Source: an optimization exercise on an open RTL-to-GDS flow (aim: small area). Production flows keep margins and buffers that such runs may drop.
Function was checked by simulation only, so behaviour that the tests miss may differ from the original.
The clock port is modelled as an ideal driver; clocking choices that lean on that would not hold on a real chip.
Power figures rest on the tool's default switching activity, not on a simulated workload.

==> module xm_tx, before the edit <==
module xm_tx(
    input wire clk, rst,
    input wire send_ACK, send_NAK,
    output wire tx
);
    reg [3:0] s;                             
    reg       ack;
    reg [8:0] tcy;                           
    wire s_idle = s[3] & s[1] & s[0];
    wire s_b10  = s[3] & s[1] & ~s[0];
    wire bit_sent = (tcy[7:0] == 8'b0111_1000);
    always @(posedge clk, posedge rst)
        if (rst) s <= 4'd11;
        else if (s_idle) s <= (send_ACK | send_NAK) ? 4'd0 : 4'd11;
        else if (bit_sent | s_b10) s <= s + 4'd1;
    always @(posedge clk)
        if (s_idle) ack <= send_ACK;
    always @(posedge clk)
        if (s_idle) tcy <= 9'b0_1110_0001;   
        else tcy <= {tcy[7:4], tcy[3] ^ bit_sent, tcy[2:0], tcy[8] ^ tcy[3]};
    reg txb;
    always @(*)
        case (s)
            4'd1:    txb = 1'b0;
            4'd2:    txb = ~ack;             
            4'd3:    txb = ack;
            4'd5:    txb = 1'b0;
            4'd6:    txb = ~ack;
            4'd7:    txb = 1'b0;
            4'd8:    txb = 1'b0;
            4'd9:    txb = 1'b0;
            default: txb = 1'b1;
        endcase
    assign tx = txb;
endmodule
==> flow/config.mk <==
export PLATFORM = sky130hd
export DESIGN_NAME = xmodem
export DESIGN_NICKNAME = xmodem
export VERILOG_FILES = /design/flow/design.v
export SDC_FILE = /design/flow/constraint.sdc
export NUM_CORES = 4
export LEC_CHECK = 0
export CAP_MARGIN = 20
export CORE_MARGIN = 2
export CORE_UTILIZATION = 65
export SLEW_MARGIN = 20
==> flow/constraint.sdc <==
create_clock -name core_clock -period 20.0 [get_ports {clk}]
set_input_delay 4.0000 -clock core_clock [delete_from_list [all_inputs] [get_ports {clk}]]
set_output_delay 4.0000 -clock core_clock [all_outputs]
set_load 0.01 [all_outputs]
standard.sh (not shown) runs the stock make flow with config.mk's settings and CLKGATE_MAP_FILE= SYNTH_SCRIPT=/design/flow/synth_recipe.tcl, a recipe that flattens the netlist after the stock synthesis.
==> flow/flow/run.sh <==
#!/bin/bash
# Own layout flow: the standard synthesis, then an area-oriented re-mapping
# of its combinational logic (registers, their names and cell types kept),
# then the standard layout steps with 1-drive port buffers and a clock
# tree without dummy load cells whose buffers are then downsized where the
# clock-pin slew allows.
set -euo pipefail
W=$PWD
R=$W/orfs/results/$FLOW_PLATFORM/xmodem/base
LIB=$FLOW_HOME/platforms/$FLOW_PLATFORM/lib/sky130_fd_sc_hd__tt_025C_1v80.lib
YOSYS=${YOSYS_EXE:-$FLOW_HOME/../tools/install/yosys/bin/yosys}

bash standard.sh synth > $W/std_synth.log 2>&1
cp $R/1_2_yosys.v $W/std_1_2_yosys.v

# re-map with each ABC script in flow/abc/ (in parallel), keep the smallest netlist
for s in $W/flow/abc/*.abc; do
  n=$(basename $s .abc)
  ( RS_LIB=$LIB RS_IN=$W/std_1_2_yosys.v RS_OUT=$W/resynth_$n.v RS_TOP=$FLOW_TOP \
      RS_ABC=$s timeout 600 $YOSYS -c $W/flow/resynth.tcl > $W/resynth_$n.log 2>&1 || true ) &
done
wait
best=""; best_area=""
for s in $W/flow/abc/*.abc; do
  n=$(basename $s .abc)
  [[ -f $W/resynth_$n.v.stat && -f $W/resynth_$n.v ]] || continue
  a=$(awk '/Chip area/ {print $NF}' $W/resynth_$n.v.stat)
  [[ -n "$a" ]] || continue
  echo "$n $a" >> $W/resynth_areas.txt
  if [[ -z "$best" ]] || awk -v a=$a -v b=$best_area 'BEGIN{exit !(a<b)}'; then
    best=$n; best_area=$a
  fi
done
echo "best $best $best_area" >> $W/resynth_areas.txt
[[ -n "$best" ]]

# replace the synthesized netlist and rebuild 1_synth.odb from it
cp $W/resynth_$best.v $R/1_2_yosys.v
rm -f $R/1_synth.odb $R/1_synth.sdc
bash standard.sh synth > $W/std_synth_odb.log 2>&1

CTS="-sink_clustering_enable -repair_clock_nets -dont_use_dummy_load"
if [[ -f $W/flow/cts_args.txt ]]; then CTS="$CTS $(cat $W/flow/cts_args.txt)"; fi
bash standard.sh "BUFFER_PORTS_ARGS=-buffer_cell sky130_fd_sc_hd__buf_1" "CTS_ARGS=$CTS" "POST_CTS_TCL=$W/flow/post_cts.tcl" finish > $W/std_finish.log 2>&1
Other scripts of this flow, unchanged in this note and not shown: flow/flow/abc/b5.abc, flow/flow/abc/d3.abc, flow/flow/abc/d4.abc, flow/flow/abc/d7.abc, flow/flow/cts_args.txt, flow/flow/post_cts.tcl, flow/flow/resynth.tcl
Change:
--- a/flow/design.v
+++ b/flow/design.v
@@ -168,11 +168,12 @@
     reg       ack;
     reg [8:0] tcy;                           
-    wire s_idle = s[3] & s[1] & s[0];
-    wire s_b10  = s[3] & s[1] & ~s[0];
+    wire s_idle = ~|s;                       
+    wire s_b10  = s[3] & s[1] & s[0];        
     wire bit_sent = (tcy[7:0] == 8'b0111_1000);
     always @(posedge clk, posedge rst)
-        if (rst) s <= 4'd11;
-        else if (s_idle) s <= (send_ACK | send_NAK) ? 4'd0 : 4'd11;
-        else if (bit_sent | s_b10) s <= s + 4'd1;
+        if (rst) s <= 4'd0;
+        else if (s_idle) s <= (send_ACK | send_NAK) ? 4'd1 : 4'd0;
+        else if (s_b10) s <= 4'd0;
+        else if (bit_sent) s <= s + 4'd1;
     always @(posedge clk)
         if (s_idle) ack <= send_ACK;
@@ -183,12 +184,12 @@
     always @(*)
         case (s)
-            4'd1:    txb = 1'b0;
-            4'd2:    txb = ~ack;             
-            4'd3:    txb = ack;
-            4'd5:    txb = 1'b0;
-            4'd6:    txb = ~ack;
-            4'd7:    txb = 1'b0;
+            4'd2:    txb = 1'b0;
+            4'd3:    txb = ~ack;             
+            4'd4:    txb = ack;
+            4'd6:    txb = 1'b0;
+            4'd7:    txb = ~ack;
             4'd8:    txb = 1'b0;
             4'd9:    txb = 1'b0;
+            4'd10:   txb = 1'b0;
             default: txb = 1'b1;
         endcase
The new run ran to the end with no violations.
Via count came out higher by 1.3%.
Die area is about the same.
Count of clock-buffer cells in the layout stays the same.
Worst hold slack gets worse by 7.2 ps.
Sequential share of layout area goes down by 0.22 points.
Global-route usage increases by 0.65 points.
Worst setup slack got worse by 7.8 ps.
Cell count grows by 1.5%.
Clock power goes up by about 2%.

## static timing again, ports no longer ideal
The flow's constraints put no driver on any port. The routed layouts listed below were extracted and timed again, unchanged, in two steps.
Step 1 assumes that a clkbuf_16 drives the clock port and a buf_2 every other input.
Step 2 also shifts input and output timing later by t, the mid clock arrival at the registers, as if the neighbouring blocks saw the same clock.
Slacks: ideal ports / drivers / drivers and shift; pairs: ideal ports / drivers.
run	shift t [ns]	setup WS [ns]	clock arrival spread, ns
the first run	0.501	13.319 / 13.291 / 13.792	0.034 / 0.034
the second run	0.539	13.311 / 13.283 / 13.822	0.036 / 0.036
After both steps setup and hold are still met in every run listed.
